What follows belongs to an exercise in optimizing a design on an open flow for small area, a short achievable clock period and few clock cycles; a production flow would make more cautious choices.
At most, simulation tests tie the RTL to the original design; equivalence was not proved.
No driver is modelled on the clock port, so clocking that relies on it looks cheaper here than on a real chip.
Power is estimated from default activity; no workload was simulated.

// FinalCPU
module FinalCPU(
	output	wire	[31:0]	imem_addr,
	output	wire			wb_valid,
	output	wire	[4:0]	wb_addr,
	output	wire	[31:0]	wb_data,
	input	wire	[31:0]	imem_data,
	input	wire			rst,
	input	wire			clk
);
	reg [29:0] pc;
	always @(posedge clk) begin
		if (rst) pc <= 30'd0;
		else     pc <= pc + 30'd1;
	end
	assign imem_addr = {pc, 2'b00};
	reg [31:0] ir;
	reg        d_valid;
	reg [3:0]  rs_lo, rt_lo;
	reg [7:0]  rs_hi, rt_hi;
	always @(posedge clk) begin
		ir      <= imem_data;
		d_valid <= !rst;
		rs_lo   <= 4'b0001 << imem_data[22:21];
		rs_hi   <= 8'b00000001 << imem_data[25:23];
		rt_lo   <= 4'b0001 << imem_data[17:16];
		rt_hi   <= 8'b00000001 << imem_data[20:18];
	end
	wire [5:0] op    = ir[31:26];
	wire [4:0] rs    = ir[25:21];
	wire [4:0] rt    = ir[20:16];
	wire [4:0] rd    = ir[15:11];
	wire [4:0] shamt = ir[10:6];
	wire [5:0] fn    = ir[5:0];
	wire [15:0] imm  = ir[15:0];
	wire is_r    = (op == 6'h00);
	wire is_addi = (op == 6'h0C);
	wire is_subi = (op == 6'h0D);
	wire is_sw   = (op == 6'h10);
	wire is_lw   = (op == 6'h11);
	wire f_add = is_r && (fn == 6'h0B);
	wire f_sub = is_r && (fn == 6'h0D);
	wire f_or  = is_r && (fn == 6'h25);
	wire f_srl = is_r && (fn == 6'h02);
	wire [4:0] d_dst = is_r ? rd : rt;
	wire d_wen = d_valid && (is_r || is_addi || is_subi || is_lw) && (d_dst != 5'd0);
	wire d_use_rt = is_r || is_sw;
	reg [31:0] e_a, e_b;
	reg [4:0]  e_shamt;
	reg [6:0]  e_off0, e_off1, e_off2, e_off3;
	reg        e_addsub, e_or, e_srl, e_ld;
	reg        e_wen, e_sw;
	reg [4:0]  e_dst;
	reg        w_wen;
	reg [4:0]  w_dst;
	reg [31:0] w_data;
	wire [31:0] rs_val, rt_val;	 
	RF Register_File(
  ...
Size: ~6300 cells after synthesis.
==> module DM_RowSel, before the edit <==
module DM_RowSel(
	output [31:0] sel,
	input  [6:0]  nbase,
	input  [6:0]  off
);
	wire [4:0] nu = nbase[6:2];
	wire [4:0] v  = off[6:2];
	wire [4:0] nv = ~off[6:2];
	wire s11 = off[1] & off[0];
	wire s10 = off[1] & ~off[0];
	wire s01 = ~off[1] & off[0];
	wire x1_or_x0, x1, x1_and_x0, nc;
	g_nand2 gc0(.a(nbase[1]), .b(nbase[0]), .y(x1_or_x0));
	g_inv   gc1(.a(nbase[1]), .y(x1));
	g_nor2  gc2(.a(nbase[1]), .b(nbase[0]), .y(x1_and_x0));
	g_aoi222 gc3(.a(s11), .b(x1_or_x0), .c(s10), .d(x1), .e(s01), .f(x1_and_x0), .y(nc));
	wire [4:0] p, t0a, t1a, t0b, t1b;
	wire [1:0] t0h, t1h;
	genvar j, k;
	generate
		for (j = 0; j < 5; j = j + 1) begin : bits
			g_xnor2 gp(.a(nu[j]), .b(v[j]), .y(p[j]));
			if (j == 0) begin : b0
				g_xnor2 g1l(.a(p[0]), .b(nc), .y(t1h[0]));
				g_xor2  g0l(.a(p[0]), .b(nc), .y(t0h[0]));
				g_xnor2 g1h(.a(p[0]), .b(nc), .y(t1h[1]));
				g_xor2  g0h(.a(p[0]), .b(nc), .y(t0h[1]));
			end
			else begin : bn
				wire ca, cb;
				g_nand2 gca(.a(nu[j-1]), .b(nv[j-1]), .y(ca));
				g_nor2  gcb(.a(nu[j-1]), .b(nv[j-1]), .y(cb));
				g_xor2  g1a(.a(p[j]), .b(ca), .y(t1a[j]));
				g_xnor2 g0a(.a(p[j]), .b(ca), .y(t0a[j]));
				g_xor2  g1b(.a(p[j]), .b(cb), .y(t1b[j]));
				g_xnor2 g0b(.a(p[j]), .b(cb), .y(t0b[j]));
			end
		end
		for (k = 0; k < 32; k = k + 1) begin : rows
			wire [4:0] t;
			assign t[0] = (k & 1) ? t1h[k / 16] : t0h[k / 16];
			for (j = 1; j < 5; j = j + 1) begin : tb
				if (((k >> (j - 1)) & 1) == 0)
					assign t[j] = ((k >> j) & 1) ? t1a[j] : t0a[j];
				else
					assign t[j] = ((k >> j) & 1) ? t1b[j] : t0b[j];
			end
			wire n01, n234;
			g_nand2 ga(.a(t[0]), .b(t[1]), .y(n01));
			g_nand3 gb(.a(t[2]), .b(t[3]), .c(t[4]), .y(n234));
			g_nor2  gc(.a(n01), .b(n234), .y(sel[k]));
		end
	endgenerate
endmodule
clock: 8.0 ns
lec_check: 0
cap_margin: 20
core_margin: 2
core_utilization: 55
cts_cluster_diameter: 80
cts_cluster_size: 24
setup_slack_margin: 5
slew_margin: 65
synth_hierarchical: 1
synth_minimum_keep_size: 0
tns_end_percent: 0
standard.sh (not shown) runs the stock make flow with config.mk's settings and CLKGATE_MAP_FILE= SYNTH_SCRIPT=/design/flow/synth_recipe.tcl, a recipe that flattens the netlist after the stock synthesis.
==> flow/flow/run.sh <==
#!/bin/bash
# Layout flow: the standard flow with three extra steps, run through
# ORFS's step hooks:
#  - before floorplanning (flow/downsize.tcl): each combinational cell goes
#    back to its smallest size; timing repair then upsizes where needed;
#  - before clock-tree synthesis (flow/io_buffers.tcl): the port buffers get a
#    plain buffer cell;
#  - at the end of global routing (flow/post_grt.tcl): a second timing repair
#    of all endpoints within 0.15 ns of the worst.
# Each step's full output goes to a log file here.
set -euo pipefail
W=$(pwd)
bash standard.sh synth > synth.log 2>&1
bash standard.sh floorplan PRE_FLOORPLAN_TCL="$W/flow/downsize.tcl" > floorplan.log 2>&1
bash standard.sh place > place.log 2>&1
bash standard.sh cts PRE_CTS_TCL="$W/flow/io_buffers.tcl" > cts.log 2>&1
bash standard.sh grt POST_GLOBAL_ROUTE_TCL="$W/flow/post_grt.tcl" > grt.log 2>&1
bash standard.sh finish > layout.log 2>&1
test -f out/final.def
Other scripts of this flow, unchanged in this note and not shown: flow/flow/downsize.tcl, flow/flow/io_buffers.tcl, flow/flow/post_grt.tcl
Edit:
--- a/flow/design.v
+++ b/flow/design.v
@@ -221,25 +221,17 @@
 	wire [4:0] nu = nbase[6:2];
 	wire [4:0] v  = off[6:2];
 	wire [4:0] nv = ~off[6:2];
-	wire s11 = off[1] & off[0];
-	wire s10 = off[1] & ~off[0];
-	wire s01 = ~off[1] & off[0];
-	wire x1_or_x0, x1, x1_and_x0, nc;
-	g_nand2 gc0(.a(nbase[1]), .b(nbase[0]), .y(x1_or_x0));
-	g_inv   gc1(.a(nbase[1]), .y(x1));
-	g_nor2  gc2(.a(nbase[1]), .b(nbase[0]), .y(x1_and_x0));
-	g_aoi222 gc3(.a(s11), .b(x1_or_x0), .c(s10), .d(x1), .e(s01), .f(x1_and_x0), .y(nc));
+	wire c = (~nbase[1] & off[1]) | ((~nbase[1] | off[1]) & ~nbase[0] & off[0]);
 	wire [4:0] p, t0a, t1a, t0b, t1b;
-	wire [1:0] t0h, t1h;
 	genvar j, k;
 	generate
 		for (j = 0; j < 5; j = j + 1) begin : bits
 			g_xnor2 gp(.a(nu[j]), .b(v[j]), .y(p[j]));
 			if (j == 0) begin : b0
-				g_xnor2 g1l(.a(p[0]), .b(nc), .y(t1h[0]));
-				g_xor2  g0l(.a(p[0]), .b(nc), .y(t0h[0]));
-				g_xnor2 g1h(.a(p[0]), .b(nc), .y(t1h[1]));
-				g_xor2  g0h(.a(p[0]), .b(nc), .y(t0h[1]));
+				g_xor2  g1(.a(p[0]), .b(c), .y(t1a[0]));
+				g_xnor2 g0(.a(p[0]), .b(c), .y(t0a[0]));
+				assign t1b[0] = t1a[0];
+				assign t0b[0] = t0a[0];
 			end
 			else begin : bn
 				wire ca, cb;
@@ -253,17 +245,16 @@
 		end
 		for (k = 0; k < 32; k = k + 1) begin : rows
 			wire [4:0] t;
-			assign t[0] = (k & 1) ? t1h[k / 16] : t0h[k / 16];
-			for (j = 1; j < 5; j = j + 1) begin : tb
-				if (((k >> (j - 1)) & 1) == 0)
+			for (j = 0; j < 5; j = j + 1) begin : tb
+				if (j == 0 || ((k >> (j - 1)) & 1) == 0)
 					assign t[j] = ((k >> j) & 1) ? t1a[j] : t0a[j];
 				else
 					assign t[j] = ((k >> j) & 1) ? t1b[j] : t0b[j];
 			end
-			wire n01, n234;
-			g_nand2 ga(.a(t[0]), .b(t[1]), .y(n01));
-			g_nand3 gb(.a(t[2]), .b(t[3]), .c(t[4]), .y(n234));
-			g_nor2  gc(.a(n01), .b(n234), .y(sel[k]));
+			wire n012, n34;
+			g_nand3 ga(.a(t[0]), .b(t[1]), .c(t[2]), .y(n012));
+			g_nand2 gb(.a(t[3]), .b(t[4]), .y(n34));
+			g_nor2  gc(.a(n012), .b(n34), .y(sel[k]));
 		end
 	endgenerate
 endmodule
Register-to-register slack improved by 170 ps.
Worst setup slack is better by 170 ps.
Final area came out higher by about 1.5%.
Core utilization grows by 1.1 points.
First-iteration DRC count is higher by 2.0%.
Fmax goes up by 5.4%.
Clock power rose by 4.5%.
Global-route usage stays flat.
No functional check of the RTL was part of any run of this note.

---

Another version of the RTL of FinalCPU (not shown whole).
For scale: about 100 I/O pins.
==> module DM_Bank, before the edit <==
module DM_Bank(
	output [7:0] q,
	input        fwd_next,
	input  [6:0] base_reg,
	input  [6:0] base_wb,
	input  [6:0] off,	 
	input  [7:0] d,
	input        we,
	input        clk
);
	reg fwd;
	always @(posedge clk) fwd <= fwd_next;
	wire [6:0] nbase;
	genvar m;
	generate
		for (m = 0; m < 7; m = m + 1) begin : bm
			g_mux2i g(.a0(base_reg[m]), .a1(base_wb[m]), .s(fwd), .y(nbase[m]));
		end
	endgenerate
	wire [31:0] sel;
	DM_RowSel rowsel(.sel(sel), .nbase(nbase), .off(off));
	reg  [7:0] M  [0:31];
	wire [7:0] Md [0:31];
	integer i;
	always @(posedge clk) begin
		for (i = 0; i < 32; i = i + 1)
			M[i] <= Md[i];
	end
	genvar r, b;
	generate
		for (r = 0; r < 32; r = r + 1) begin : wr
			wire wen, nwen;
			g_and2  ge(.a(we), .b(sel[r]), .y(wen));
			g_nand2 gn(.a(we), .b(sel[r]), .y(nwen));
			for (b = 0; b < 8; b = b + 1) begin : bb
				g_ao22 m(.a(wen), .b(d[b]), .c(nwen), .d(M[r][b]), .y(Md[r][b]));
			end
		end
	endgenerate
	genvar j, k;
	generate
		for (j = 0; j < 8; j = j + 1) begin : bits
			wire [31:0] col;
			for (k = 0; k < 32; k = k + 1) begin : rows
				assign col[k] = M[k][j];
			end
			g_ao32 rd(.sel(sel), .d(col), .y(q[j]));
		end
	endgenerate
endmodule
==> module g_ao22, before the edit <==
module g_ao22(input a, input b, input c, input d, output y);
	assign y = (a & b) | (c & d);
endmodule
==> module g_and2, before the edit <==
module g_and2(input a, input b, output y);
	assign y = a & b;
endmodule
==> module RF, before the edit <==
module RF(
	output [31:0] src_data,
	output [31:0] tar_data,	 
	input  [4:0]  src_addr,
	input  [4:0]  tar_addr,
	input  [3:0]  src_lo,	 
	input  [7:0]  src_hi,
	input  [3:0]  tar_lo,
	input  [7:0]  tar_hi,
	input         tar_use,
	input  [31:0] tar_alt,
	input  [4:0]  dst_addr,
	input  [31:0] dst_data,
	input         reg_write,	 
	input         clk
);
	reg  [31:0] R  [1:31];
	wire [31:0] Rd [1:31];
	wire [31:1] we, nwe;
	integer i;
	always @(posedge clk) begin
		for (i = 1; i < 32; i = i + 1)
			R[i] <= Rd[i];
	end
	wire [31:1] ssel, tsel;
	RF_Dec dec_s(.lo(src_lo), .hi(src_hi), .sel(ssel));
	RF_Dec dec_t(.lo(tar_lo), .hi(tar_hi), .sel(tsel));
	wire byp_s = reg_write && (dst_addr == src_addr);
	wire byp_t = reg_write && (dst_addr == tar_addr);
	wire en_s = !byp_s;
	wire en_t = tar_use && !byp_t;
	wire [31:0] nz_s = ~({32{byp_s}} & dst_data);
	wire [31:0] nz_t = ~(({32{tar_use && byp_t}} & dst_data) | ({32{!tar_use}} & tar_alt));
	genvar j, k;
	generate
		for (k = 1; k < 32; k = k + 1) begin : wr
			assign we[k] = reg_write && (dst_addr == k);
			assign nwe[k] = !we[k];
			for (j = 0; j < 32; j = j + 1) begin : b
				g_ao22 m(.a(we[k]), .b(dst_data[j]), .c(nwe[k]), .d(R[k][j]), .y(Rd[k][j]));
			end
		end
		for (j = 0; j < 32; j = j + 1) begin : bits
			wire [31:1] col;
			for (k = 1; k < 32; k = k + 1) begin : regs
				assign col[k] = R[k][j];
			end
			g_ao31 rs(.sel(ssel), .d(col), .en(en_s), .nz(nz_s[j]), .y(src_data[j]));
			g_ao31 rt(.sel(tsel), .d(col), .en(en_t), .nz(nz_t[j]), .y(tar_data[j]));
		end
	endgenerate
endmodule
export LEC_CHECK = 0
export CAP_MARGIN = 20
export CORE_MARGIN = 2
export CORE_UTILIZATION = 55
export CTS_CLUSTER_DIAMETER = 80
export CTS_CLUSTER_SIZE = 24
export SETUP_SLACK_MARGIN = 5
export SLEW_MARGIN = 65
export SYNTH_HIERARCHICAL = 1
export SYNTH_MINIMUM_KEEP_SIZE = 0
export TNS_END_PERCENT = 0
create_clock -name core_clock -period 8.0 [get_ports {clk}]
Scripts as last shown in full above: flow/flow/run.sh
Other scripts of this flow, unchanged in this note and not shown: flow/flow/downsize.tcl, flow/flow/io_buffers.tcl, flow/flow/post_grt.tcl
==> next run, changes <==
--- a/flow/design.v
+++ b/flow/design.v
@@ -191,26 +191,14 @@
 		end
 	endgenerate
 	wire [31:0] sel;
 	DM_RowSel rowsel(.sel(sel), .nbase(nbase), .off(off));
-	reg  [7:0] M  [0:31];
-	wire [7:0] Md [0:31];
+	reg [7:0] M [0:31];
 	integer i;
 	always @(posedge clk) begin
 		for (i = 0; i < 32; i = i + 1)
-			M[i] <= Md[i];
+			if (we && sel[i]) M[i] <= d;
 	end
-	genvar r, b;
-	generate
-		for (r = 0; r < 32; r = r + 1) begin : wr
-			wire wen, nwen;
-			g_and2  ge(.a(we), .b(sel[r]), .y(wen));
-			g_nand2 gn(.a(we), .b(sel[r]), .y(nwen));
-			for (b = 0; b < 8; b = b + 1) begin : bb
-				g_ao22 m(.a(wen), .b(d[b]), .c(nwen), .d(M[r][b]), .y(Md[r][b]));
-			end
-		end
-	endgenerate
 	genvar j, k;
 	generate
 		for (j = 0; j < 8; j = j + 1) begin : bits
 			wire [31:0] col;
@@ -271,20 +259,14 @@
 endmodule
 module g_aoi222(input a, input b, input c, input d, input e, input f, output y);
 	assign y = ~((a & b) | (c & d) | (e & f));
 endmodule
-module g_ao22(input a, input b, input c, input d, output y);
-	assign y = (a & b) | (c & d);
-endmodule
 module g_aoi21(input a, input b, input c, output y);
 	assign y = ~((a & b) | c);
 endmodule
 module g_oai21(input a, input b, input c, output y);
 	assign y = ~((a | b) & c);
 endmodule
-module g_and2(input a, input b, output y);
-	assign y = a & b;
-endmodule
 module g_nand2(input a, input b, output y);
 	assign y = ~(a & b);
 endmodule
 module g_nand3(input a, input b, input c, output y);
@@ -360,15 +342,13 @@
 	input  [31:0] dst_data,
 	input         reg_write,	 
 	input         clk
 );
-	reg  [31:0] R  [1:31];
-	wire [31:0] Rd [1:31];
-	wire [31:1] we, nwe;
+	reg [31:0] R [1:31];
 	integer i;
 	always @(posedge clk) begin
 		for (i = 1; i < 32; i = i + 1)
-			R[i] <= Rd[i];
+			if (reg_write && dst_addr == i) R[i] <= dst_data;
 	end
 	wire [31:1] ssel, tsel;
 	RF_Dec dec_s(.lo(src_lo), .hi(src_hi), .sel(ssel));
 	RF_Dec dec_t(.lo(tar_lo), .hi(tar_hi), .sel(tsel));
@@ -379,15 +359,8 @@
 	wire [31:0] nz_s = ~({32{byp_s}} & dst_data);
 	wire [31:0] nz_t = ~(({32{tar_use && byp_t}} & dst_data) | ({32{!tar_use}} & tar_alt));
 	genvar j, k;
 	generate
-		for (k = 1; k < 32; k = k + 1) begin : wr
-			assign we[k] = reg_write && (dst_addr == k);
-			assign nwe[k] = !we[k];
-			for (j = 0; j < 32; j = j + 1) begin : b
-				g_ao22 m(.a(we[k]), .b(dst_data[j]), .c(nwe[k]), .d(R[k][j]), .y(Rd[k][j]));
-			end
-		end
 		for (j = 0; j < 32; j = j + 1) begin : bits
 			wire [31:1] col;
 			for (k = 1; k < 32; k = k + 1) begin : regs
 				assign col[k] = R[k][j];
Outcome:
- design area hardly moves
- clock-buffer cell count came out higher by 33
- hold slack loses 50 ps
- global-route usage came out lower by 7.2 points
- cell count came out lower by about a fifth
- wire length came out lower by about a fifth
- register-to-register slack gains 30 ps
- power came out higher by a quarter to a third
- critical path depth came out higher by 2
- non-clock buffer count came out lower by 77
- synthesized area came out higher by a few percent
- die area came out higher by a few percent
- first-iteration DRC count came out lower by about a fifth
- synthesized cell count came out lower by a quarter to a third
Testbench counts after the change, summed over its fixed seeds: cycles 4,616.
The RTL of the first run of this note was laid out without a check of its function.

[re-timing with driven ports]
The flow's constraints put no driver on any port. The routed layouts listed below were extracted and timed again, unchanged, in two steps.
Step 1: set_driving_cell puts a clkbuf_16 on clk and a buf_2 on each other input, an assumption about the parent block.
Step 2 times the ports against the registers' clock, not the clock port: input delays grow and output delays shrink by t, the midpoint of the rising clock arrivals with the driver on.
Slacks: ideal ports / drivers / drivers and shift; pairs: ideal ports / drivers.
| run | t, ns | setup WS [ns] | worst setup path at the end | clock arrival spread, ns |
|---|---|---|---|---|
| the first run of note 1 | 0.915 | 4.622 / 4.622 / 4.622 | register to register | 0.045 / 0.045 |
| the second run of note 1 | 0.898 | 4.795 / 4.795 / 4.795 | register to register | 0.044 / 0.044 |
| the first run of note 2 | 0.933 | 4.749 / 4.748 / 4.749 | register to register | 0.034 / 0.034 |
| the second run of note 2 | 0.898 | 4.780 / 4.780 / 4.780 | register to register | 0.051 / 0.050 |
After both steps every run listed still meets setup and hold.
